Background: an optimization exercise with open tools, aiming at small area, a short achievable clock period and few clock cycles per item. Do not read the settings as production practice. Function was not checked in any run shown here: the RTL went through the layout flow alone. Power is estimated from default activity; no workload was simulated.

==> flow/design.v, too long to show whole: its modules and the start of the top module <==
// module mac_s1: 517 lines
// module mac_s2: 596 lines
// module mac_s3: 600 lines
// module fin: 63 lines
// module fa_bit: 4 lines
// module ha_bit: 4 lines
// module MyDesign: 247 lines
module MyDesign (
  input   wire dut_run,
  output  wire dut_busy,
  input   wire reset_b,
  input   wire clk,
  output wire        input_sram_write_enable,
  output wire [11:0] input_sram_write_addresss,
  output wire [15:0] input_sram_write_data,
  output reg  [11:0] input_sram_read_address,
  input  wire [15:0] input_sram_read_data,
  output wire        output_sram_write_enable,
  output reg  [11:0] output_sram_write_addresss,
  output wire [15:0] output_sram_write_data,
  output wire [11:0] output_sram_read_address,
  input  wire [15:0] output_sram_read_data,
  output wire        scratchpad_sram_write_enable,
  output wire [11:0] scratchpad_sram_write_addresss,
  output wire [15:0] scratchpad_sram_write_data,
  output wire [11:0] scratchpad_sram_read_address,
  input  wire [15:0] scratchpad_sram_read_data,
  output wire        weights_sram_write_enable,
  output wire [11:0] weights_sram_write_addresss,
  output wire [15:0] weights_sram_write_data,
  output wire [11:0] weights_sram_read_address,
  input  wire [15:0] weights_sram_read_data
);
  // ...
==> flow/flow/run.sh <==
#!/bin/bash
# The standard layout (the standard.sh, standard synthesis unchanged), with
# the port buffers inserted by buffer_ports made from buf_2 cells instead of
# the default choice. Each tool's output goes to ORFS's own logs under orfs/;
# this script's output goes to run_flow.log.
set -euo pipefail
export BUFFER_PORTS_ARGS="-buffer_cell sky130_fd_sc_hd__buf_2"
bash standard.sh > run_flow.log 2>&1
==> flow/standard.sh <==
#!/bin/bash
# synth_recipe.tcl (not shown) runs the flow's synth.tcl, then flattens the netlist and writes it again
# the make line also repeats each setting of config.mk as NAME=value (left out here)
make -C /OpenROAD-flow-scripts/flow DESIGN_CONFIG=/design/flow/config.mk WORK_HOME=/design/flow/orfs CLKGATE_MAP_FILE= SYNTH_SCRIPT=/design/flow/synth_recipe.tcl "${@:-finish}"
==> flow/config.mk <==
export PLATFORM = sky130hd
export DESIGN_NAME = MyDesign
export DESIGN_NICKNAME = MyDesign
export VERILOG_FILES = /design/flow/design.v
export SDC_FILE = /design/flow/constraint.sdc
export NUM_CORES = 4
export LEC_CHECK = 0
export CAP_MARGIN = 70
export CORE_MARGIN = 2
export CORE_UTILIZATION = 60
export CTS_CLUSTER_DIAMETER = 150
export CTS_CLUSTER_SIZE = 25
export SLEW_MARGIN = 70
export SYNTH_HIERARCHICAL = 1
==> flow/constraint.sdc <==
create_clock -name core_clock -period 12.0 [get_ports {clk}]
set_input_delay 2.4000 -clock core_clock [delete_from_list [all_inputs] [get_ports {clk}]]
set_output_delay 2.4000 -clock core_clock [all_outputs]
set_load 0.01 [all_outputs]
==> results.yml, run 1 <==
worst_setup_path:
  cp.buffers_inverters: 3
  path_class: "flip-flop to flip-flop"
  crit_path_cell_trace: "buf_2, buf_4, buf_2, nand2_1, fa_1, fa_1, fa_1, fa_1, fa_1"
  cp.arrival_ns: 4.29
  crit_slowest_cell: "fa_1"
  cp_slowest_stage_delay_ns: 0.58
  required_ns: 12.47
clock_network:
  cts.sinks: 730
  cts_resized: 0
  cts_made_buffers: 35
  cts_setup_buffers: 0
min_path:
  holdPathStages: 0
  min_to: "jD[2]"
  hold_path.class: "flip-flop to flip-flop"
timing:
  min_period_ns: 3.81
  rsz0062_at_grt: "false"
  finalSetupTns_ns: 0
  finalHoldViolations: 0
global_routing:
  grt_pass1_vias: 33400
  grt_max_degree: 75
  antenna_found_initial: 0
place:
  place_inst: 5459
logic_synthesis:
  synth_compound_area_share_pct: 2.19
  synthFlopType: "dfxtp_1"
  yosys_warnings: 7
  ys_async_sr_fraction_pct: 0
  synth_commonest_cells: "fa_1, nand2_1, dfxtp_1"
  ys_seq_elements: 730
routing:
  drc: 0
  ant_nets: 0
  via_per_inst: 5.54
  drt_iter0_drc: 2304
  wl_um: 125000
  m1WireLength_um: 51200
cells_and_area:
  nClkBuffers: 55
  multi_input_area_share_pct: 61.0
  multi_input_area_sq_mm: 0.0329
  largest_class: "multi-input combinational cells"
  layout_commonest_cell: "fa_1"
  nets: 5638
floorplan:
  initial_core_util_pct: 60.8
  dieArea_sq_mm: 0.0906
status:
  status: "complete, no violations"
pwr:
  pg_comb_mw: 11.0
==> run 2: changes to the inputs <==
--- a/flow/config.mk
+++ b/flow/config.mk
@@ -7,3 +7,3 @@
 export LEC_CHECK = 0
-export CAP_MARGIN = 70
+export CAP_MARGIN = 50
 export CORE_MARGIN = 2
@@ -12,3 +12,3 @@
 export CTS_CLUSTER_SIZE = 25
-export SLEW_MARGIN = 70
+export SLEW_MARGIN = 50
 export SYNTH_HIERARCHICAL = 1
==> run 2 against run 1 <==
  * Critical path depth rose by 1
  * Hold slack lost 0.00060 ns
  * Still clean on timing, DRC and antenna
  * Critical endpoint is now owh[0]
  * Maximum frequency is essentially flat
  * Non-clock buffer count is 114 lower
  * Largest power group unchanged
  * Critical path type unchanged
  * Clock skew is 0.014 ns higher
  * Area after synthesis stayed put
  * Setup slack about the same
  * Global-route usage is 0.12 points higher
==> results.yml, run 2 <==
routing:
  drc: 0
  wl_per_cell_um: 23.2
  via_per_inst: 5.60
  route.vias.total: 30300
  wl_um: 126000
  firstDrtPassIters: 5
  ant_nets: 0
  drt_iter0_drc: 2552
logic_synthesis:
  synth_most_common_cell: "fa_1"
  yosys.area_share.adder_pct: 44.4
  syn_avg_cell_area_sq_um: 11.9
  ys_seq_area_share_pct: 30.1
  yosys.area_share.simple_pct: 13.7
  ys_async_sr_fraction_pct: 0
  ys_seq_elements: 730
  synth_cells: 4435
  syn_area_sq_mm: 0.0529
  synth.area.mux_share_pct: 0.393
  synth_commonest_cells: "fa_1, nand2_1, dfxtp_1"
  synth_top_family_by_area: "adder cells"
  synth.distinct_cells: 65
  synth_top_area_share_pct: 41.0
  yosys_warnings: 7
  synth-xor-area-share_pct: 0.745
  synth-edff-count: 129
  synthFlopType: "dfxtp_1"
  synth_area_leaders: "fa_1, dfxtp_1, edfxtp_1"
  synth_compound_area_share_pct: 2.19
  synth_area_leader_cell: "fa_1"
worst_setup_path:
  cp_slowest_stage_delay_ns: 0.70
  path_class: "flip-flop to flip-flop"
  crit_path_cell_trace: "nor2_1, nor2_1, ha_1, a21oi_1, o21ai_0, o22ai_1, buf_4, mux2_2, a2111oi_0, nor2_1"
  cp_max_fo: 30
  required_ns: 12.31
  reg2regPathDepth: 10
  critPathLaunchType: "flip-flop"
  worstReg2RegEnd: "owh[0]"
  critical-path-top-delay-family: "compound AO/OA/AOI/OAI gates"
  crit_start: "R0[7]"
  cp_common_cell: "nor2_1"
  cp.arrival_ns: 4.13
  r2r-start: "R0[7]"
  crit_slowest_cell: "a2111oi_0"
  r2r_slack_ns: 8.19
  cp.buffers_inverters: 1
  end_kind: "flip-flop"
place:
  port_buffers: 157
  place_congestion: 0.870
  place_inst: 5337
  placed_area_sq_mm: 0.0521
  dp_hpwl_um: 98400
cells_and_area:
  mostFrequentLayoutCells: "fa_1, nand2_1, dfxtp_1, and2_1, buf_2"
  stdcell_area_sq_mm: 0.0533
  nets: 5524
  drive_gt1_share_pct: 8.28
  layout_commonest_cell: "fa_1"
  diodes: 0
  reg_top3: "P3a x58, P3b x58"
  final_cell_count_no_fill: 5404
  area.growth.synth_to_final_pct: 0.681
timing:
  rsz0062_at_grt: "false"
  period_share_pct: 31.8
  tightest_slew_ns: 0.710
  maxSlewViolCount: 0
  hold_slack_ns: 0.331
  finalSetupTns_ns: 0
  setup-violations-final: 0
  finalHoldViolations: 0
  fin_skew_ns: 0.0436
  min_period_ns: 3.81
  fmax_mhz: 262
  slew_headroom_pct: 51.4
clock_network:
  cts_setup_buffers: 0
  ctsRootBufferMaster: "clkbuf_16"
  cts_tree: "yes"
  clk_latency_ns: 0.62
  cts_resized: 0
  cts_made_buffers: 35
  cts.sinks: 730
  cts_max_level: 2
  clockBufferDepth: 3
  ctsHoldBuffers: 0
  path_clk_slew_ns: 0.10
pwr:
  leakage_nw: 20.8
  power.total_mw: 16.1
  ir_drop_mv: 0.416
  powerDensity_mw_per_mm2: 302
global_routing:
  antenna_found_initial: 1
  gr-usage-all-layers_pct: 28.7
  grt_max_degree: 75
  gr-total-overflow: 0
  grt_pass1_vias: 33400
  grt_pass1_wl_um: 196000
floorplan:
  ios: 232
  dieArea_sq_mm: 0.0906
  initial_core_util_pct: 60.8
  core_sq_mm: 0.0870
  dieHeight_um: 301
  num_rows: 108
  die_w_um: 301
min_path:
  holdPathStages: 0
  hold_start: "jC[1]"
  hold_path.class: "flip-flop to flip-flop"
  min_to: "jD[1]"
status:
  status: "complete, no violations"
flow_run:
  drv_cap: 0
[run 2: cell counts after synthesis]
No cell type changed its count.
[run 2: area by class of cell]
type | count | area [sq um]
fillers | 7182 | 33800
multi-input cells | 3081 | 32800
flip-flops and latches | 730 | 15900
repair buffers | 237 | 1540
well taps | 1155 | 1450
clock buffers | 53 | 943
inverters | 144 | 541
clock inverters | 4 | 68.8
[run 2: per-layer routing]
metal  part of all wire [%]  GRT usage, %  vias to the layer above
met5                      0             0                        -
met4                    4.0          10.0                        0
met3                    7.2          4.04                      284
met2                     47          46.8                     1301
met1                     41          40.0                    15700
li1                       -             -                    13000
[run 2: worst register-to-register path: stages (launching register included)]
cell and delay (ns):
dfxtp_1 0.56, nor2_1 0.11, nor2_1 0.48, ha_1 0.37
a21oi_1 0.13, o21ai_0 0.14, o22ai_1 0.17, buf_4 0.29
mux2_2 0.44, a2111oi_0 0.70, nor2_1 0.14
[run 2: how the worst max path moves through the flow]
stage | end | slack, ns | cells after the start
final | owh[0] | 8.19 | 10
after global routing | owh[6] | 8.01 | 10
after CTS | owh[6] | 8.20 | 10
after detailed placement | owh[6] | 8.21 | 10
after global placement | owh[6] | 8.07 | 10
after floorplan | P2a[27] | 8.60 | 7
[run 2: logic make-up (layout without fill, tap and decap cells)]
logic type,count (synthesis),after routing
multiplexers,19,19
XOR/XNOR,45,45
AND/OR/NAND/NOR,1552,1552
other,2,65
adder cells (fa/ha/maj),1228,1228
AO/OA/AOI/OAI,172,172
flip-flops,730,730
buffers and inverters,687,438
[run 2: where the power goes]
group | internal (mW) | total (mW) | switching (mW)
registers | 3.34 | 3.75 | 0.411
clock network | 0.564 | 1.37 | 0.811
logic | 4.90 | 10.9 | 6.03
[run 2: modules after synthesis, one instance, submodules excluded]
module | cells | cell area, sq um | copies in the design
MyDesign | 1339 | 19800 | 1
fa_bit | 1 | 20.0 | 1084
fin | 148 | 955 | 2
ha_bit | 1 | 12.5 | 64
mac_s1 | 275 | 1450 | 2
mac_s2 | 274 | 1430 | 2
mac_s3 | 277 | 1450 | 2
[run 2: through the flow]
step | setup WS [ns] | utilization [%]
after floorplan | 8.60 | -
after global routing | 8.01 | 61.2
after CTS | 8.20 | 61.1
final | 8.19 | 61.2
after detailed placement | 8.21 | 59.9
after global placement | 8.07 | 59.3
==> run 3: changes to the inputs <==
--- a/flow/config.mk
+++ b/flow/config.mk
@@ -7,8 +7,8 @@
 export LEC_CHECK = 0
-export CAP_MARGIN = 50
+export CAP_MARGIN = 70
 export CORE_MARGIN = 2
-export CORE_UTILIZATION = 60
+export CORE_UTILIZATION = 70
 export CTS_CLUSTER_DIAMETER = 150
 export CTS_CLUSTER_SIZE = 25
-export SLEW_MARGIN = 50
+export SLEW_MARGIN = 70
 export SYNTH_HIERARCHICAL = 1
==> run 3 against run 2 <==
  * Largest cell class unchanged
  * Total power grew 0.13%
  * Global-route usage grew 3.8 points
  * Critical path depth grew 1
  * Maximum frequency grew 3.5%
  * Highest routed layer unchanged
  * Wire length shrank 3.5%
==> results.yml, run 3 <==
cells_and_area:
  mostFrequentLayoutCells: "fa_1, nand2_1, dfxtp_1, and2_1, buf_2"
  layout_commonest_cell: "fa_1"
  nets: 5621
  drive_gt1_share_pct: 11.3
  reg_top3: "P3a x58, P3b x58"
  fill_cells: 5381
  area.growth.synth_to_final_pct: 1.26
  final_cell_count_no_fill: 5320
global_routing:
  gr-total-overflow: 0
  grt.met2_usage_pct: 53.0
  busiest_layer: "met2"
  grt_pass1_vias: 34000
  grt_pass1_wl_um: 192000
  grt_max_degree: 75
  antenna_found_initial: 0
  met3_usage_pct: 6.43
  gr-usage-met1_pct: 43.9
  gr-usage-all-layers_pct: 32.6
min_path:
  holdPathStages: 0
  hold_path.class: "flip-flop to flip-flop"
pwr:
  p_sw_mw: 7.23
  powerDensity_mw_per_mm2: 300
  leakage_nw: 21.2
  pwr-share-comb_pct: 68.3
  p_sw_share_pct: 45.0
  clockPowerShare_pct: 8.4
  internal_power_mw: 8.85
  p_seq_share_pct: 23.3
  power.total_mw: 16.1
  ir_drop_mv: 0.384
clock_network:
  clk_latency_ns: 0.62
  clockBufferDepth: 3
  cts_resized: 0
  cts.sinks: 730
  cts_tree: "yes"
  cts_max_level: 2
  path_clk_slew_ns: 0.11
  ctsRootBufferMaster: "clkbuf_16"
  ctsHoldBuffers: 0
  cts_setup_buffers: 0
  cts_made_buffers: 35
logic_synthesis:
  synthFlopType: "dfxtp_1"
  synth-edff-count: 129
  synth.distinct_cells: 65
  synth_top_area_share_pct: 41.0
  syn_avg_cell_area_sq_um: 11.9
  synth_area_leader_cell: "fa_1"
  synth_commonest_cells: "fa_1, nand2_1, dfxtp_1"
  ys_seq_area_share_pct: 30.1
  synth_area_leaders: "fa_1, dfxtp_1, edfxtp_1"
  syn_area_sq_mm: 0.0529
  synth_cells: 4435
  yosys_warnings: 7
  ys_async_sr_fraction_pct: 0
  synth_most_common_cell: "fa_1"
  ys_seq_elements: 730
routing:
  drc: 0
  wl_um: 121000
  via_per_inst: 5.82
  drt_iter0_drc: 2850
  ant_nets: 0
  firstDrtPassIters: 6
  wl_per_cell_um: 22.8
  route.vias.total: 30900
floorplan:
  die_w_um: 279
  initial_core_util_pct: 70.9
  dieHeight_um: 279
  dieArea_sq_mm: 0.0778
  ios: 232
  core_sq_mm: 0.0746
  num_rows: 100
place:
  place_inst: 5257
  port_buffers: 157
  place_congestion: 0.907
  dp_hpwl_um: 97700
worst_setup_path:
  path_class: "flip-flop to flip-flop"
  reg2regPathDepth: 11
  required_ns: 12.49
  cp_max_fo: 4
  cp.arrival_ns: 4.17
  critPathLaunchType: "flip-flop"
  end_kind: "flip-flop"
timing:
  finalSetupTns_ns: 0
  setup-violations-final: 0
  fmax_mhz: 271
  min_period_ns: 3.68
  finalHoldViolations: 0
  maxSlewViolCount: 0
  rsz0062_at_grt: "false"
  fin_skew_ns: 0.0321
  period_share_pct: 30.7
status:
  status: "complete, no violations"
flow_run:
  drv_cap: 0
run 3: cell types whose count changed in the layout (fill, tap and decap cells not counted), sizes merged:
| cell | delta |
|---|---|
| diode | +3 |
| clkbuf | +2 |
| clkinv | +2 |
| inv | -2 |
| buf | +97 |
run 3: logic make-up (layout without fill, tap and decap cells):
family                     count (synthesis)  in the layout  synth area share, %
and+or+nand+nor                         1552           1552                 13.7
adders and majority gates               1228           1228                 44.4
DFF                                      730            730                 30.1
buffers and inverters                    687            537                 8.47
AOI/OAI and AO/OA                        172            172                 2.19
xor gates and xnor gates                  45             45                0.745
muxes                                     19             19                0.393
other                                      2             68               0.0142
run 3: final timing paths:
check / end / slack, ns / start
hold reg to reg: jD[2] / 0.33 / jC[2]
setup / recovery: R1[7] / 8.32 / P3b[52]
setup reg to reg: R1[7] / 8.32 / P3b[52]
hold / removal: jD[2] / 0.33 / jC[2]
run 3: worst max-delay path, cell delays in order, from the launching register on:
cell,delay (ns)
dfxtp_1,0.33
fa_1,0.67
fa_1,0.46
inv_1,0.11
ha_1,0.30
nand2b_1,0.10
a21oi_1,0.09
a2111oi_0,0.45
o2111ai_1,0.18
or4_1,0.49
nor3_1,0.24
nand4_1,0.12
run 3: modules after synthesis, one instance, submodules excluded:
| module | area, sq um | times used | cells inside |
|---|---|---|---|
| ha_bit | 12.5 | 64 | 1 |
| mac_s3 | 1450 | 2 | 277 |
| mac_s2 | 1430 | 2 | 274 |
| mac_s1 | 1450 | 2 | 275 |
| fin | 955 | 2 | 148 |
| fa_bit | 20.0 | 1084 | 1 |
| MyDesign | 19800 | 1 | 1339 |
run 3: final cells by class:
type	instances	area [sq um]	share of cell area (%)
clock inverter	4	72.6	0.135
inverter	144	541	1.01
tap	969	1210	2.26
multi-input combinational	3081	32900	61.4
clock buffer	55	951	1.77
timing repair buffer	334	1860	3.47
sequential	730	16100	30.0
antenna	3	7.51	0.0140
run 3: per-layer routing:
| layer | wire length, um | share of wire (%) |
|---|---|---|
| met1 | 47200 | 39 |
| met2 | 58400 | 48 |
| met3 | 10300 | 8.5 |
| met4 | 5270 | 4.3 |
| met5 | 0 | 0 |
run 3: power by group through the flow:
stage	registers (mW)	clock network, mW	logic, mW
final	3.74	1.35	11.0
after global routing	3.82	1.48	12.5
after CTS	3.75	1.40	11.0
after detailed placement	3.81	0	10.9
after global placement	3.82	0	10.6
after floorplan	3.71	0	11.2
run 3: through the flow:
step / worst slack, ns / hold slack, ns / utilization (%) / instance area [sq um]
CTS: 8.36 / 0.333 / 71.7 / 53500
finish: 8.32 / 0.333 / 71.8 / 53600
floorplan: 8.60 / 0.310 / - / 53100
global placement: 8.14 / 0.311 / 68.8 / 51300
detailed placement: 8.38 / 0.312 / 70.4 / 52500
global route: 8.17 / 0.338 / 71.8 / 53600
==> module MyDesign, before the edit <==
module MyDesign (
  input   wire dut_run,
  output  wire dut_busy,
  input   wire reset_b,
  input   wire clk,
  output wire        input_sram_write_enable,
  output wire [11:0] input_sram_write_addresss,
  output wire [15:0] input_sram_write_data,
  output reg  [11:0] input_sram_read_address,
  input  wire [15:0] input_sram_read_data,
  output wire        output_sram_write_enable,
  output reg  [11:0] output_sram_write_addresss,
  output wire [15:0] output_sram_write_data,
  output wire [11:0] output_sram_read_address,
  input  wire [15:0] output_sram_read_data,
  output wire        scratchpad_sram_write_enable,
  output wire [11:0] scratchpad_sram_write_addresss,
  output wire [15:0] scratchpad_sram_write_data,
  output wire [11:0] scratchpad_sram_read_address,
  input  wire [15:0] scratchpad_sram_read_data,
  output wire        weights_sram_write_enable,
  output wire [11:0] weights_sram_write_addresss,
  output wire [15:0] weights_sram_write_data,
  output wire [11:0] weights_sram_read_address,
  input  wire [15:0] weights_sram_read_data
);
  assign input_sram_write_enable   = 1'b0;
  assign input_sram_write_addresss = 12'd0;
  assign input_sram_write_data     = 16'd0;
  reg        busy;                
  reg        run;                 
  reg        av;                  
  reg  [2:0] wcnt;                
  reg  [3:0] endsr;               
  wire       start = dut_run & ~busy;
  reg        pv, ph;
  reg  [5:0] pr;
  reg  [4:0] pj;
  reg  [6:0] nreg;
  wire [4:0] cmask = {nreg[6], |nreg[6:5], |nreg[6:4], |nreg[6:3], |nreg[6:2]};
  wire [5:0] rmask = {nreg[6], |nreg[6:5], |nreg[6:4], |nreg[6:3], |nreg[6:2], |nreg[6:1]};
  wire       lastcol = (pj == cmask);
  wire       lastrow = (pr == rmask);
  reg  [15:0] XR, XRp, XA, XAp, XB, XBp;
  reg  [15:0] XRo, XAo;           
  reg         weo;                
  reg  [4:0]  spwa;               
  reg         xv, xh, xlast, xn4;
  reg  [5:0]  xr;
  reg  [4:0]  xj;
  wire        endd = run & xh & (&XR);
  reg  [11:0] ira;                
  reg  [4:0]  spra;               
  reg  [6:0]  wra;                
  reg  [4:0]  jA, jB, jC, jD;     
  always @(posedge clk) begin
    if (!reset_b) begin
      busy  <= 1'b0;
      run   <= 1'b0;
      weo   <= 1'b0;
      av    <= 1'b0;
      pv    <= 1'b0;
      endsr <= 4'd0;
    end else begin
      endsr <= {endsr[2:0], endd};
      if (start) begin
        busy  <= 1'b1;
        run   <= 1'b1;
        weo   <= 1'b1;
        av   <= 1'b1;
        pv   <= 1'b0;
      end else begin
        if (endsr[2]) run  <= 1'b0;
        if (endsr[3]) busy <= 1'b0;
        if (endsr[0]) weo <= 1'b0;
        if (endd) begin
          av <= 1'b0;
          pv <= 1'b0;
        end else
          pv <= av;
      end
    end
  end
  always @(posedge clk) begin
    if (av) ira <= ira + 12'd1;
    else    ira <= 12'd0;
    if (!run)               wcnt <= 3'd0;
    else if (wcnt != 3'd6)  wcnt <= wcnt + 3'd1;
    if (!run)               wra <= 7'd0;
    else if (wcnt < 3'd4)   wra <= {4'd0, wcnt + 3'd1};
    else                    wra <= {2'b10, pj};
    if (!pv)
      ph <= 1'b1;
    else if (ph) begin
      ph   <= 1'b0;
      pr   <= 6'd0;
      pj   <= 5'd0;
      nreg <= input_sram_read_data[6:0];
    end else if (lastcol) begin
      pj <= 5'd0;
      if (lastrow) ph <= 1'b1;
      else         pr <= pr + 6'd1;
    end else
      pj <= pj + 5'd1;
  end
  always @(posedge clk) begin
    if (!reset_b) begin
      input_sram_read_address <= 12'd0;
      spra <= 5'd0;
      spwa <= 5'd0;
    end else begin
      spwa <= pj;
      if (av) input_sram_read_address <= ira + 12'd1;
      else    input_sram_read_address <= 12'd0;
      if (pv) begin
        if (ph | lastcol) spra <= 5'd0;
        else              spra <= pj + 5'd1;
      end
    end
  end
  always @(posedge clk) begin
    XR  <= input_sram_read_data;
    XRp <= XR;
    XA  <= scratchpad_sram_read_data;
    XAp <= XA;
    XB  <= weights_sram_read_data;
    XBp <= XB;
    xh    <= pv & ph;
    xv    <= pv & ~ph;
    xr    <= pr;
    xj    <= pj;
    xlast <= lastcol & lastrow;
    xn4   <= ~|cmask[4:1];
    jA <= xj;
    jB <= jA;
    jC <= jB;
    jD <= jC;
  end
  always @(posedge clk) begin
    if (!reset_b) begin
      XRo <= 16'd0;
      XAo <= 16'd0;
    end else begin
      XRo <= input_sram_read_data;
      XAo <= scratchpad_sram_read_data;
    end
  end
  assign scratchpad_sram_read_address   = {7'd0, spra};
  assign scratchpad_sram_write_enable   = weo;
  assign scratchpad_sram_write_addresss = {7'd0, spwa};
  assign scratchpad_sram_write_data     = XRo;
  assign weights_sram_read_address      = {5'd0, wra};
  assign weights_sram_write_enable      = weo;
  assign weights_sram_write_addresss    = {7'b0000010, jA};
  assign weights_sram_write_data        = XAo;
  assign output_sram_read_address       = {7'b1000000, jB};
  reg [7:0] k00, k01, k02, k10, k11, k12, k20, k21, k22;
  always @(posedge clk) begin
    case (wcnt)
      3'd1: begin k00 <= weights_sram_read_data[15:8]; k01 <= weights_sram_read_data[7:0]; end
      3'd2: begin k02 <= weights_sram_read_data[15:8]; k10 <= weights_sram_read_data[7:0]; end
      3'd3: begin k11 <= weights_sram_read_data[15:8]; k12 <= weights_sram_read_data[7:0]; end
      3'd4: begin k20 <= weights_sram_read_data[15:8]; k21 <= weights_sram_read_data[7:0]; end
      3'd5: begin k22 <= weights_sram_read_data[15:8]; end
      default: ;
    endcase
  end
  wire [50:0] s1a, s1b;
  wire [54:0] s2a, s2b;
  wire [57:0] s3a, s3b;
  reg  [50:0] P1a, P1b;
  reg  [54:0] P2a, P2b;
  reg  [57:0] P3a, P3b;
  mac_s1 m1a (.x0(XRp[15:8]), .x1(XRp[7:0]), .x2(XR[15:8]), .g0(k20), .g1(k21), .g2(k22), .o(s1a));
  mac_s1 m1b (.x0(XRp[7:0]), .x1(XR[15:8]), .x2(XR[7:0]),  .g0(k20), .g1(k21), .g2(k22), .o(s1b));
  mac_s2 m2a (.x0(XAp[15:8]), .x1(XAp[7:0]), .x2(XA[15:8]), .g0(k10), .g1(k11), .g2(k12), .i(P1a), .o(s2a));
  mac_s2 m2b (.x0(XAp[7:0]), .x1(XA[15:8]), .x2(XA[7:0]),  .g0(k10), .g1(k11), .g2(k12), .i(P1b), .o(s2b));
  mac_s3 m3a (.x0(XBp[15:8]), .x1(XBp[7:0]), .x2(XB[15:8]), .g0(k00), .g1(k01), .g2(k02), .i(P2a), .o(s3a));
  mac_s3 m3b (.x0(XBp[7:0]), .x1(XB[15:8]), .x2(XB[7:0]),  .g0(k00), .g1(k01), .g2(k02), .i(P2b), .o(s3b));
  always @(posedge clk) begin
    P1a <= s1a; P1b <= s1b;
    P2a <= s2a; P2b <= s2b;
    P3a <= s3a; P3b <= s3b;
  end
  wire [8:0] r0, r1;
  fin f0 (.i(P3a), .r(r0));
  fin f1 (.i(P3b), .r(r1));
  reg  [8:0]  R0, R1;
  always @(posedge clk) begin
    R0 <= r0;
    R1 <= r1;
  end
  reg [4:0] T1, T2, T3, T4;
  wire [4:0] T0 = {xv & (|xr[5:1]) & (|xj), ~xr[0], xr[1] ^ xj[0], xlast, xn4};
  always @(posedge clk) begin
    if (!reset_b) begin
      T1 <= 5'd0; T2 <= 5'd0; T3 <= 5'd0; T4 <= 5'd0;
    end else begin
      T1 <= T0; T2 <= T1; T3 <= T2; T4 <= T3;
    end
  end
  wire t_ov = T4[4], t_even = T4[3], t_par = T4[2], t_last = T4[1];
  reg  [6:0]  Creg, Hhold, pend;
  reg  [11:0] oaddr;
  reg         owe;
  reg  [6:0]  owh, owl;
  wire [6:0]  c0 = R0[8] ? 7'd0 : (R0[7] ? 7'd127 : R0[6:0]);
  wire [6:0]  c1 = R1[8] ? 7'd0 : (R1[7] ? 7'd127 : R1[6:0]);
  wire        g01 = c0 > c1;
  wire        g0c = c0 > Creg;
  wire        g1c = c1 > Creg;
  wire [6:0]  H    = g01 ? c0 : c1;
  wire [6:0]  item = (g01 & g0c) ? c0 : ((~g01 & g1c) ? c1 : Creg);
  always @(posedge clk) Creg <= T3[0] ? Hhold : output_sram_read_data[14:8];
  always @(posedge clk) begin
    if (!reset_b) begin
      owe <= 1'b0;
    end else begin
      owe <= t_ov & (t_even | t_par | t_last);
    end
  end
  always @(posedge clk) begin
    if (!run) oaddr <= 12'd0;
    if (t_ov) begin
      if (t_even) begin
        Hhold <= H;
        owh   <= H;
        output_sram_write_addresss <= {7'b1000000, jD};
      end else begin
        output_sram_write_addresss <= oaddr;
        if (t_par) begin
          owh <= pend;
          owl <= item;
          oaddr <= oaddr + 12'd1;
        end else begin
          pend <= item;
          owh  <= item;
          owl  <= 7'd0;
          if (t_last) oaddr <= oaddr + 12'd1;
        end
      end
    end
  end
  assign output_sram_write_enable = owe;
  assign output_sram_write_data   = {1'b0, owh, 1'b0, owl};
  assign dut_busy = busy;
endmodule
==> run 4: changes to the inputs <==
--- a/flow/design.v
+++ b/flow/design.v
@@ -1813,4 +1813,3 @@
   assign input_sram_write_data     = 16'd0;
-  reg        busy;                
-  reg        run;                 
+  reg        busy;
   reg        av;                  
@@ -1830,3 +1829,2 @@
   reg         weo;                
-  reg  [4:0]  spwa;               
   reg         xv, xh, xlast, xn4;
@@ -1834,3 +1832,3 @@
   reg  [4:0]  xj;
-  wire        endd = run & xh & (&XR);
+  wire        endd = busy & xh & (&XR);
   reg  [11:0] ira;                
@@ -1842,3 +1840,2 @@
       busy  <= 1'b0;
-      run   <= 1'b0;
       weo   <= 1'b0;
@@ -1851,3 +1848,2 @@
         busy  <= 1'b1;
-        run   <= 1'b1;
         weo   <= 1'b1;
@@ -1856,3 +1852,2 @@
       end else begin
-        if (endsr[2]) run  <= 1'b0;
         if (endsr[3]) busy <= 1'b0;
@@ -1870,5 +1865,5 @@
     else    ira <= 12'd0;
-    if (!run)               wcnt <= 3'd0;
+    if (!busy)              wcnt <= 3'd0;
     else if (wcnt != 3'd6)  wcnt <= wcnt + 3'd1;
-    if (!run)               wra <= 7'd0;
+    if (!busy)              wra <= 7'd0;
     else if (wcnt < 3'd4)   wra <= {4'd0, wcnt + 3'd1};
@@ -1893,5 +1888,3 @@
       spra <= 5'd0;
-      spwa <= 5'd0;
     end else begin
-      spwa <= pj;
       if (av) input_sram_read_address <= ira + 12'd1;
@@ -1933,3 +1926,3 @@
   assign scratchpad_sram_write_enable   = weo;
-  assign scratchpad_sram_write_addresss = {7'd0, spwa};
+  assign scratchpad_sram_write_addresss = {7'd0, xj};
   assign scratchpad_sram_write_data     = XRo;
@@ -2006,3 +1999,3 @@
   always @(posedge clk) begin
-    if (!run) oaddr <= 12'd0;
+    if (!busy) oaddr <= 12'd0;
     if (t_ov) begin
==> flow/run.sh (new file) <==
#!/bin/bash
# synth_recipe.tcl (not shown) runs the flow's synth.tcl, then flattens the netlist and writes it again
# the make line also repeats each setting of config.mk as NAME=value (left out here)
make -C /OpenROAD-flow-scripts/flow DESIGN_CONFIG=/design/flow/config.mk WORK_HOME=/design/flow/orfs CLKGATE_MAP_FILE= SYNTH_SCRIPT=/design/flow/synth_recipe.tcl finish
--- a/flow/config.mk
+++ b/flow/config.mk
@@ -9,5 +9,4 @@
 export CORE_MARGIN = 2
-export CORE_UTILIZATION = 70
-export CTS_CLUSTER_DIAMETER = 150
-export CTS_CLUSTER_SIZE = 25
+export CORE_UTILIZATION = 60
+export CTS_CLUSTER_SIZE = 30
 export SLEW_MARGIN = 70
removed: flow/flow/run.sh
removed: flow/standard.sh
==> run 4 against run 3 <==
  * Largest power group unchanged
  * Critical path depth fell by 10
  * Still clean
  * Sequential power is essentially flat
  * Highest routed layer unchanged
  * First-iteration DRC count is 21% lower
==> results.yml, run 4 <==
status:
  status: "complete, no violations"
clock_network:
  cts_made_buffers: 80
  cts_setup_buffers: 0
  cts.sinks: 724
  clockBufferDepth: 3
  clk_latency_ns: 0.67
  path_clk_slew_ns: 0.06
  cts_resized: 0
  cts_max_level: 3
  ctsRootBufferMaster: "clkbuf_16"
  cts_tree: "yes"
  ctsHoldBuffers: 0
worst_setup_path:
  cp.arrival_ns: 1.85
  cp_slowest_stage_delay_ns: 0.62
  cp.depth: 1
  worstReg2RegEnd: "R0[7]"
  reg2regPathDepth: 11
  cp.buffers_inverters: 1
  crit_slowest_cell: "clkdlybuf4s50_1"
  crit_path_cell_trace: "clkdlybuf4s50_1"
  r2r_slack_ns: 8.36
  setup.worst_path.end: "dut_busy"
  critPathLaunchType: "flip-flop"
  crit_start: "busy"
  critical-path-top-delay-family: "buffers and inverters"
  r2r-start: "P3a[52]"
  path_class: "flip-flop to output port"
  end_kind: "output port"
  cp_max_fo: 15
  required_ns: 9.60
logic_synthesis:
  synth-edff-count: 129
  syn_avg_cell_area_sq_um: 11.9
  synth_commonest_cells: "fa_1, nand2_1, dfxtp_1"
  synth_area_leaders: "fa_1, dfxtp_1, edfxtp_1"
  synth_top_area_share_pct: 41.2
  ys_async_sr_fraction_pct: 0
  ys_seq_elements: 724
  synth_area_leader_cell: "fa_1"
  ys_seq_area_share_pct: 29.9
  synth_cells: 4420
  synthFlopType: "dfxtp_1"
  synth_most_common_cell: "fa_1"
  yosys_warnings: 7
  synth.distinct_cells: 64
  syn_area_sq_mm: 0.0527
routing:
  ant_nets: 0
  drt_iter0_drc: 2255
  via_per_inst: 5.47
  route.vias.total: 30600
  wl_um: 127000
  firstDrtPassIters: 5
  wl_per_cell_um: 22.8
  drc: 0
place:
  dp_hpwl_um: 102000
  port_buffers: 157
  place_congestion: 0.876
timing:
  maxSlewViolCount: 0
  rsz0062_at_grt: "false"
  min_period_ns: 4.25
  fin_skew_ns: 0.0295
  fmax_mhz: 235
  finalHoldViolations: 0
  setup-violations-final: 0
  period_share_pct: 35.4
  finalSetupTns_ns: 0
floorplan:
  core_sq_mm: 0.0869
  initial_core_util_pct: 60.7
  num_rows: 108
  die_w_um: 300
  ios: 232
  dieHeight_um: 300
  dieArea_sq_mm: 0.0902
pwr:
  powerDensity_mw_per_mm2: 309
  ir_drop_mv: 0.326
  leakage_nw: 21.8
  power.total_mw: 17.3
min_path:
  hold_path.class: "flip-flop to flip-flop"
cells_and_area:
  reg_top3: "P3a x58, P3b x58"
  drive_gt1_share_pct: 9.96
  area.growth.synth_to_final_pct: 6.33
  regArea_sq_mm: 0.0159
  mostFrequentLayoutCells: "fa_1, nand2_1, dfxtp_1, and2_1, inv_1"
  fill_cells: 6836
  multi_input_area_sq_mm: 0.0328
  nets: 5658
  layout_commonest_cell: "fa_1"
global_routing:
  antenna_found_initial: 1
  gr-total-overflow: 0
  grt_pass1_vias: 34000
  grt_max_degree: 70
  gr-usage-all-layers_pct: 29.5
  grt_pass1_wl_um: 200000
flow_run:
  drv_cap: 0
run 4: changes by cell type after synthesis, moves of 3 or more:
cell and delta:
nor2_1 +9, nand3_1 +3, dfxtp_1 -6, and2_1 -7, nand2b_1 -3
run 4: cells by family after synthesis:
kind of cell	Yosys count	synth area share (%)
buf+inv	685	8.49
mux	20	0.418
simple gates	1548	13.7
other cells	2	0.0142
fa+ha+maj	1228	44.6
compound gates	169	2.16
flops	724	29.9
xor+xnor	44	0.731
run 4: metal layers:
layer / GRT usage, % / vias up / routed length [um]
met3: 5.27 / 278 / 9210
met4: 10.8 / 0 / 4630
met2: 47.9 / 1251 / 60700
met5: 0 / - / 0
li1: - / 13300 / -
met1: 40.2 / 15700 / 52600
run 4: modules after synthesis, one instance, submodules excluded:
module | flops+latches | cell area (sq um)
fin | 0 | 955
fa_bit | 0 | 20.0
mac_s3 | 0 | 1450
ha_bit | 0 | 12.5
mac_s2 | 0 | 1430
MyDesign | 724 | 19600
mac_s1 | 0 | 1450
run 4: worst min-delay path by stage:
stage               start  endpoint  slack, ns  cells after the start
floorplan           jC[0]     jD[0]       0.31                      0
global placement    jC[0]     jD[0]       0.31                      0
detailed placement  jC[0]     jD[0]       0.31                      0
CTS                 jC[2]     jD[2]       0.33                      0
global route        jC[2]     jD[2]       0.34                      0
finish              jC[2]     jD[2]       0.33                      0
run 4: power breakdown:
part,total (mW),switching [mW],internal [mW]
Sequential,3.74,0.403,3.33
Clock,2.50,1.04,1.46
Combinational,11.1,6.08,4.98
Total,17.3,7.53,9.78
run 4: final cells by class:
type | count | area share, %
well taps | 1155 | 2.58
clock inverters | 37 | 0.806
flip-flops and latches | 724 | 28.4
diodes | 1 | 0.00446
repair buffers | 339 | 4.63
inverters | 144 | 0.964
multi-input cells | 3074 | 58.5
clock buffers | 110 | 4.07
run 4: per-stage QoR:
step | utilization, % | hold WS (ns) | instance area (sq um) | setup WS (ns) | cells
after global routing | 64.5 | 0.335 | 56100 | 7.71 | 5583
after detailed placement | 61.4 | 0.315 | 53300 | 8.38 | 5436
final | 64.5 | 0.326 | 56100 | 7.75 | 5584
after global placement | 60.1 | 0.311 | 52200 | 8.07 | 5274
after floorplan | - | 0.310 | 53000 | 8.60 | 4483
after CTS | 64.5 | 0.328 | 56000 | 7.71 | 5583
==> module fin, before the edit <==
module fin (
  input  wire [57:0] i,
  output wire [8:0] r
);
  wire t0, t1;
  fa_bit u2 (.a(i[4]), .b(i[5]), .c(i[6]), .s(t0), .co(t1));
  wire t2, t3;
  fa_bit u4 (.a(i[8]), .b(i[9]), .c(i[10]), .s(t2), .co(t3));
  wire t4, t5;
  ha_bit u6 (.a(i[11]), .b(t1), .s(t4), .co(t5));
  wire t6, t7;
  fa_bit u8 (.a(i[12]), .b(i[13]), .c(i[14]), .s(t6), .co(t7));
  wire t8, t9;
  fa_bit u10 (.a(i[15]), .b(t3), .c(t6), .s(t8), .co(t9));
  wire t10, t11;
  fa_bit u12 (.a(i[16]), .b(i[17]), .c(i[18]), .s(t10), .co(t11));
  wire t12, t13;
  fa_bit u14 (.a(i[19]), .b(t7), .c(t10), .s(t12), .co(t13));
  wire t14, t15;
  fa_bit u16 (.a(i[20]), .b(i[21]), .c(i[22]), .s(t14), .co(t15));
  wire t16, t17;
  fa_bit u18 (.a(i[23]), .b(t11), .c(t14), .s(t16), .co(t17));
  wire t18, t19;
  fa_bit u20 (.a(i[24]), .b(i[25]), .c(i[26]), .s(t18), .co(t19));
  wire t20, t21;
  fa_bit u22 (.a(i[27]), .b(t15), .c(t18), .s(t20), .co(t21));
  wire t22, t23;
  fa_bit u24 (.a(i[28]), .b(i[29]), .c(i[30]), .s(t22), .co(t23));
  wire t24, t25;
  fa_bit u26 (.a(i[31]), .b(t19), .c(t22), .s(t24), .co(t25));
  wire t26, t27;
  fa_bit u28 (.a(i[32]), .b(i[33]), .c(i[34]), .s(t26), .co(t27));
  wire t28, t29;
  fa_bit u30 (.a(i[35]), .b(t23), .c(t26), .s(t28), .co(t29));
  wire t30, t31;
  fa_bit u32 (.a(i[36]), .b(i[37]), .c(i[38]), .s(t30), .co(t31));
  wire t32, t33;
  fa_bit u34 (.a(i[39]), .b(t27), .c(t30), .s(t32), .co(t33));
  wire t34, t35;
  fa_bit u36 (.a(i[40]), .b(i[41]), .c(i[42]), .s(t34), .co(t35));
  wire t36, t37;
  fa_bit u38 (.a(i[43]), .b(t31), .c(t34), .s(t36), .co(t37));
  wire t38, t39;
  fa_bit u40 (.a(i[44]), .b(i[45]), .c(i[46]), .s(t38), .co(t39));
  wire t40, t41;
  fa_bit u42 (.a(i[47]), .b(t35), .c(t38), .s(t40), .co(t41));
  wire t42, t43;
  fa_bit u44 (.a(i[48]), .b(i[49]), .c(i[50]), .s(t42), .co(t43));
  wire t44, t45;
  fa_bit u46 (.a(i[51]), .b(t39), .c(t42), .s(t44), .co(t45));
  wire t46, t47;
  fa_bit u48 (.a(i[52]), .b(i[53]), .c(i[54]), .s(t46), .co(t47));
  wire t48, t49;
  fa_bit u50 (.a(i[55]), .b(t43), .c(t46), .s(t48), .co(t49));
  wire t50 = ~(i[56] ^ i[57]);
  wire t51 = i[56] | i[57];
  wire t52, t53;
  ha_bit u54 (.a(t50), .b(t47), .s(t52), .co(t53));
  wire [18:0] qa = {t51, t52, t45, t41, t37, t33, t29, t25, t21, t17, t13, t9, t5, t2, i[7], i[3], i[2], i[1], i[0]};
  wire [18:0] qb = {t53, t49, t48, t44, t40, t36, t32, t28, t24, t20, t16, t12, t8, t4, t0, 1'b0, 1'b0, 1'b0, 1'b0};
  wire [18:0] s = ~qa + ~qb;
  assign r = {s[18], |s[17:7], s[6:0]};
endmodule
==> run 5: changes to the inputs <==
--- a/flow/design.v
+++ b/flow/design.v
@@ -1715,3 +1715,3 @@
   input  wire [57:0] i,
-  output wire [8:0] r
+  output wire [6:0] r
 );
@@ -1774,3 +1774,3 @@
   wire [18:0] s = ~qa + ~qb;
-  assign r = {s[18], |s[17:7], s[6:0]};
+  assign r = s[18] ? 7'd0 : (|s[17:7] ? 7'd127 : s[6:0]);
 endmodule
@@ -1833,4 +1833,2 @@
   wire        endd = busy & xh & (&XR);
-  reg  [11:0] ira;                
-  reg  [4:0]  spra;               
   reg  [6:0]  wra;                
@@ -1863,4 +1861,4 @@
   always @(posedge clk) begin
-    if (av) ira <= ira + 12'd1;
-    else    ira <= 12'd0;
+    if (av) input_sram_read_address <= input_sram_read_address + 12'd1;
+    else    input_sram_read_address <= 12'd0;
     if (!busy)              wcnt <= 3'd0;
@@ -1885,15 +1883,2 @@
   always @(posedge clk) begin
-    if (!reset_b) begin
-      input_sram_read_address <= 12'd0;
-      spra <= 5'd0;
-    end else begin
-      if (av) input_sram_read_address <= ira + 12'd1;
-      else    input_sram_read_address <= 12'd0;
-      if (pv) begin
-        if (ph | lastcol) spra <= 5'd0;
-        else              spra <= pj + 5'd1;
-      end
-    end
-  end
-  always @(posedge clk) begin
     XR  <= input_sram_read_data;
@@ -1924,3 +1909,3 @@
   end
-  assign scratchpad_sram_read_address   = {7'd0, spra};
+  assign scratchpad_sram_read_address   = {7'd0, pj};
   assign scratchpad_sram_write_enable   = weo;
@@ -1961,6 +1946,6 @@
   end
-  wire [8:0] r0, r1;
+  wire [6:0] r0, r1;
   fin f0 (.i(P3a), .r(r0));
   fin f1 (.i(P3b), .r(r1));
-  reg  [8:0]  R0, R1;
+  reg  [6:0]  R0, R1;
   always @(posedge clk) begin
@@ -1969,2 +1954,3 @@
   end
+  wire [6:0]  H = (R1 > R0) ? R1 : R0;
   reg [4:0] T1, T2, T3, T4;
@@ -1978,3 +1964,3 @@
   end
-  wire t_ov = T4[4], t_even = T4[3], t_par = T4[2], t_last = T4[1];
+  wire t_ov = T4[4], t_even = T4[3], t_par = T4[2], t_last = T4[1], t_n4 = T4[0];
   reg  [6:0]  Creg, Hhold, pend;
@@ -1983,10 +1969,5 @@
   reg  [6:0]  owh, owl;
-  wire [6:0]  c0 = R0[8] ? 7'd0 : (R0[7] ? 7'd127 : R0[6:0]);
-  wire [6:0]  c1 = R1[8] ? 7'd0 : (R1[7] ? 7'd127 : R1[6:0]);
-  wire        g01 = c0 > c1;
-  wire        g0c = c0 > Creg;
-  wire        g1c = c1 > Creg;
-  wire [6:0]  H    = g01 ? c0 : c1;
-  wire [6:0]  item = (g01 & g0c) ? c0 : ((~g01 & g1c) ? c1 : Creg);
-  always @(posedge clk) Creg <= T3[0] ? Hhold : output_sram_read_data[14:8];
+  wire [6:0]  cv   = t_n4 ? Hhold : Creg;
+  wire [6:0]  item = (H > cv) ? H : cv;
+  always @(posedge clk) Creg <= output_sram_read_data[14:8];
   always @(posedge clk) begin
==> run 5 against run 4 <==
  * Die area decreased by 1.3%
  * Largest cell class unchanged
  * Clock power grew 2%
  * Maximum frequency is 2.1% higher
  * Area after synthesis down 1.3%
==> results.yml, run 5 <==
clock_network:
  cts_tree: "yes"
  ctsHoldBuffers: 0
  cts_setup_buffers: 0
  ctsRootBufferMaster: "clkbuf_16"
  cts_resized: 0
  clockBufferDepth: 3
  clk_latency_ns: 0.64
  cts.sinks: 704
  path_clk_slew_ns: 0.06
  cts_made_buffers: 79
  cts_max_level: 3
place:
  dp_hpwl_um: 101000
  place_congestion: 0.894
  dp_slack_ns: 7.90
  place_inst: 5344
  placed_area_sq_mm: 0.0527
  port_buffers: 157
worst_setup_path:
  path_class: "flip-flop to output port"
  cp_max_fo: 9
  reg2regPathDepth: 15
  r2r-start: "P3a[24]"
  cp.buffers_inverters: 1
  worstReg2RegEnd: "R0[0]"
  crit_slowest_cell: "clkdlybuf4s50_1"
  critical-path-top-delay-family: "buffers and inverters"
  cp_slowest_stage_delay_ns: 0.60
  cp.arrival_ns: 1.76
  end_kind: "output port"
  r2r_slack_ns: 7.88
  required_ns: 9.60
  crit_path_cell_trace: "clkdlybuf4s50_1"
  critPathLaunchType: "flip-flop"
routing:
  route.vias.total: 30300
  wl_um: 125000
  drc: 0
  drt_iter0_drc: 2496
  firstDrtPassIters: 5
  via_per_inst: 5.52
  wl_per_cell_um: 22.7
  ant_nets: 0
pwr:
  power.total_mw: 18.5
  leakage_nw: 21.6
  ir_drop_mv: 0.596
  powerDensity_mw_per_mm2: 333
logic_synthesis:
  ys_async_sr_fraction_pct: 0
  syn_avg_cell_area_sq_um: 12.0
  synth_area_leaders: "fa_1, dfxtp_1, edfxtp_1"
  synthFlopType: "dfxtp_1"
  synth-edff-count: 129
  synth_commonest_cells: "fa_1, nand2_1, dfxtp_1"
  yosys_warnings: 7
  ys_seq_area_share_pct: 29.6
  synth.distinct_cells: 80
  synth_most_common_cell: "fa_1"
  ys_seq_elements: 704
  synth_area_leader_cell: "fa_1"
  synth_top_area_share_pct: 41.7
  syn_area_sq_mm: 0.0520
  synth_cells: 4332
min_path:
  holdPathStages: 0
  hold_start: "jC[1]"
  hold_path.class: "flip-flop to flip-flop"
  min_to: "jD[1]"
floorplan:
  dieArea_sq_mm: 0.0891
  ios: 232
  num_rows: 107
  dieHeight_um: 298
  core_sq_mm: 0.0855
  die_w_um: 298
  initial_core_util_pct: 60.8
timing:
  setup-violations-final: 0
  fin_skew_ns: 0.0266
  min_period_ns: 4.16
  maxSlewViolCount: 0
  hold_slack_ns: 0.326
  finalSetupTns_ns: 0
  fmax_mhz: 241
  fin_ws_ns: 7.84
  finalHoldViolations: 0
  period_share_pct: 34.6
  rsz0062_at_grt: "false"
global_routing:
  antenna_found_initial: 1
  grt_max_degree: 57
  gr-total-overflow: 0
  grt_pass1_wl_um: 195000
  gr-usage-all-layers_pct: 29.0
  grt_pass1_vias: 33400
cells_and_area:
  area.growth.synth_to_final_pct: 6.68
  mostFrequentLayoutCells: "fa_1, nand2_1, dfxtp_1, and2_1, clkdlybuf4s50_1"
  final_util_pct: 64.9
  reg_top3: "P3a x58, P3b x58"
  diodes: 0
  final_cell_count_no_fill: 5491
  fill_cells: 6638
  drive_gt1_share_pct: 10.6
  layout_commonest_cell: "fa_1"
  stdcell_area_sq_mm: 0.0555
  regArea_sq_mm: 0.0155
  multi_input_area_sq_mm: 0.0326
  nets: 5570
flow_run:
  drv_cap: 0
status:
  status: "complete, no violations"
## run 5: changes by cell type in the layout (fill, tap and decap cells not counted), sizes merged, moves of 9 or more
cell / delta
nor2: -18
a21oi: +16
mux2: -10
nor2b: -10
nor3b: -21
xnor2: -12
a41oi: +16
dfxtp: -20
a2111oi: -9
## run 5: layout make-up
class / instances / area share [%]
Clock inverter: 42 / 0.940
Sequential cell: 704 / 28.0
Tap cell: 1144 / 2.58
Inverter: 141 / 0.954
Multi-Input combinational cell: 3015 / 58.8
Timing Repair Buffer: 341 / 4.67
Clock buffer: 104 / 4.12
## run 5: power by group
group / internal, mW / leakage, nW / switching [mW]
logic: 5.33 / 14.2 / 6.89
registers: 3.27 / 6.01 / 0.408
clock network: 1.57 / 1.37 / 0.996
total: 10.2 / 21.6 / 8.29
## run 5: how the worst max path moves through the flow
stage / from / slack, ns / depth (start not counted) / endpoint
2_1_floorplan: R0[5] / 8.50 / 14 / owh[0]
3_3_place_gp: P3a[24] / 7.87 / 11 / R0[5]
3_5_place_dp: P3a[16] / 7.90 / 15 / R0[0]
4_1_cts: pj[2] / 7.79 / 1 / scratchpad_sram_read_address[2]
5_1_grt: P3a[24] / 7.60 / 15 / R0[0]
6_report: pj[2] / 7.84 / 1 / scratchpad_sram_read_address[2]
## run 5: per-module statistics from Yosys, one instance, submodules excluded
module    area (sq um)  flops+latches  times used  cells inside
mac_s3            1450              0           2           277
ha_bit            12.5              0          64             1
fin               1120              0           2           162
fa_bit            20.0              0        1084             1
MyDesign         18600            704           1          1208
mac_s1            1450              0           2           275
mac_s2            1430              0           2           274
## run 5: routing by layer
metal / wire length, um / global-route usage, %
met2: 59500 / 47.1
met3: 9810 / 6.31
met5: 0 / 0
met4: 4590 / 9.79
met1: 50600 / 39.0
## run 5: cell families (layout without fill, tap and decap cells)
group	count (synthesis)	in the layout	synth area share (%)
AND/OR/NAND/NOR	1467	1467	13.0
adder cells (fa/ha/maj)	1221	1221	45.0
flip-flops	704	704	29.6
buffers and inverters	676	628	8.57
AO/OA/AOI/OAI	208	208	2.78
XOR/XNOR	36	36	0.635
multiplexers	18	18	0.361
other	2	65	0.0144

==> static timing again, ports no longer ideal <==
No port has a modelled driver above. Below, the same layouts with a new extraction and two added sets of constraints. Step 1 sets driving cells, clkbuf_16 on the clock port and buf_2 on the other inputs (assumed; they add their load-dependent delay and slew). Step 2 times the ports against the registers' clock, not the clock port: input delays grow and output delays shrink by t, the midpoint of the rising clock arrivals with the driver on. Three values: no drivers, after step 1, after step 2; two values: the first two.
| run | shift t [ns] | setup WS [ns] | worst hold slack (ns) | worst register clock-pin slew, ns | worst data-port slew with drivers (ns) |
|---|---|---|---|---|---|
| run 1 | 0.665 | 8.186 / 8.186 / 8.186 | 0.331 / 0.331 / 0.331 | 0.11 / 0.11 | 0.03 |
| run 2 | 0.674 | 8.186 / 8.186 / 8.186 | 0.331 / 0.331 / 0.331 | 0.11 / 0.11 | 0.03 |
| run 3 | 0.665 | 8.316 / 8.316 / 8.316 | 0.333 / 0.333 / 0.333 | 0.11 / 0.11 | 0.04 |
| run 4 | 0.723 | 7.753 / 7.684 / 8.362 | 0.326 / 0.326 / 0.326 | 0.06 / 0.06 | 0.05 |
| run 5 | 0.695 | 7.842 / 7.775 / 7.876 | 0.326 / 0.326 / 0.326 | 0.07 / 0.07 | 0.05 |
After both steps setup and hold are still met in every run listed.
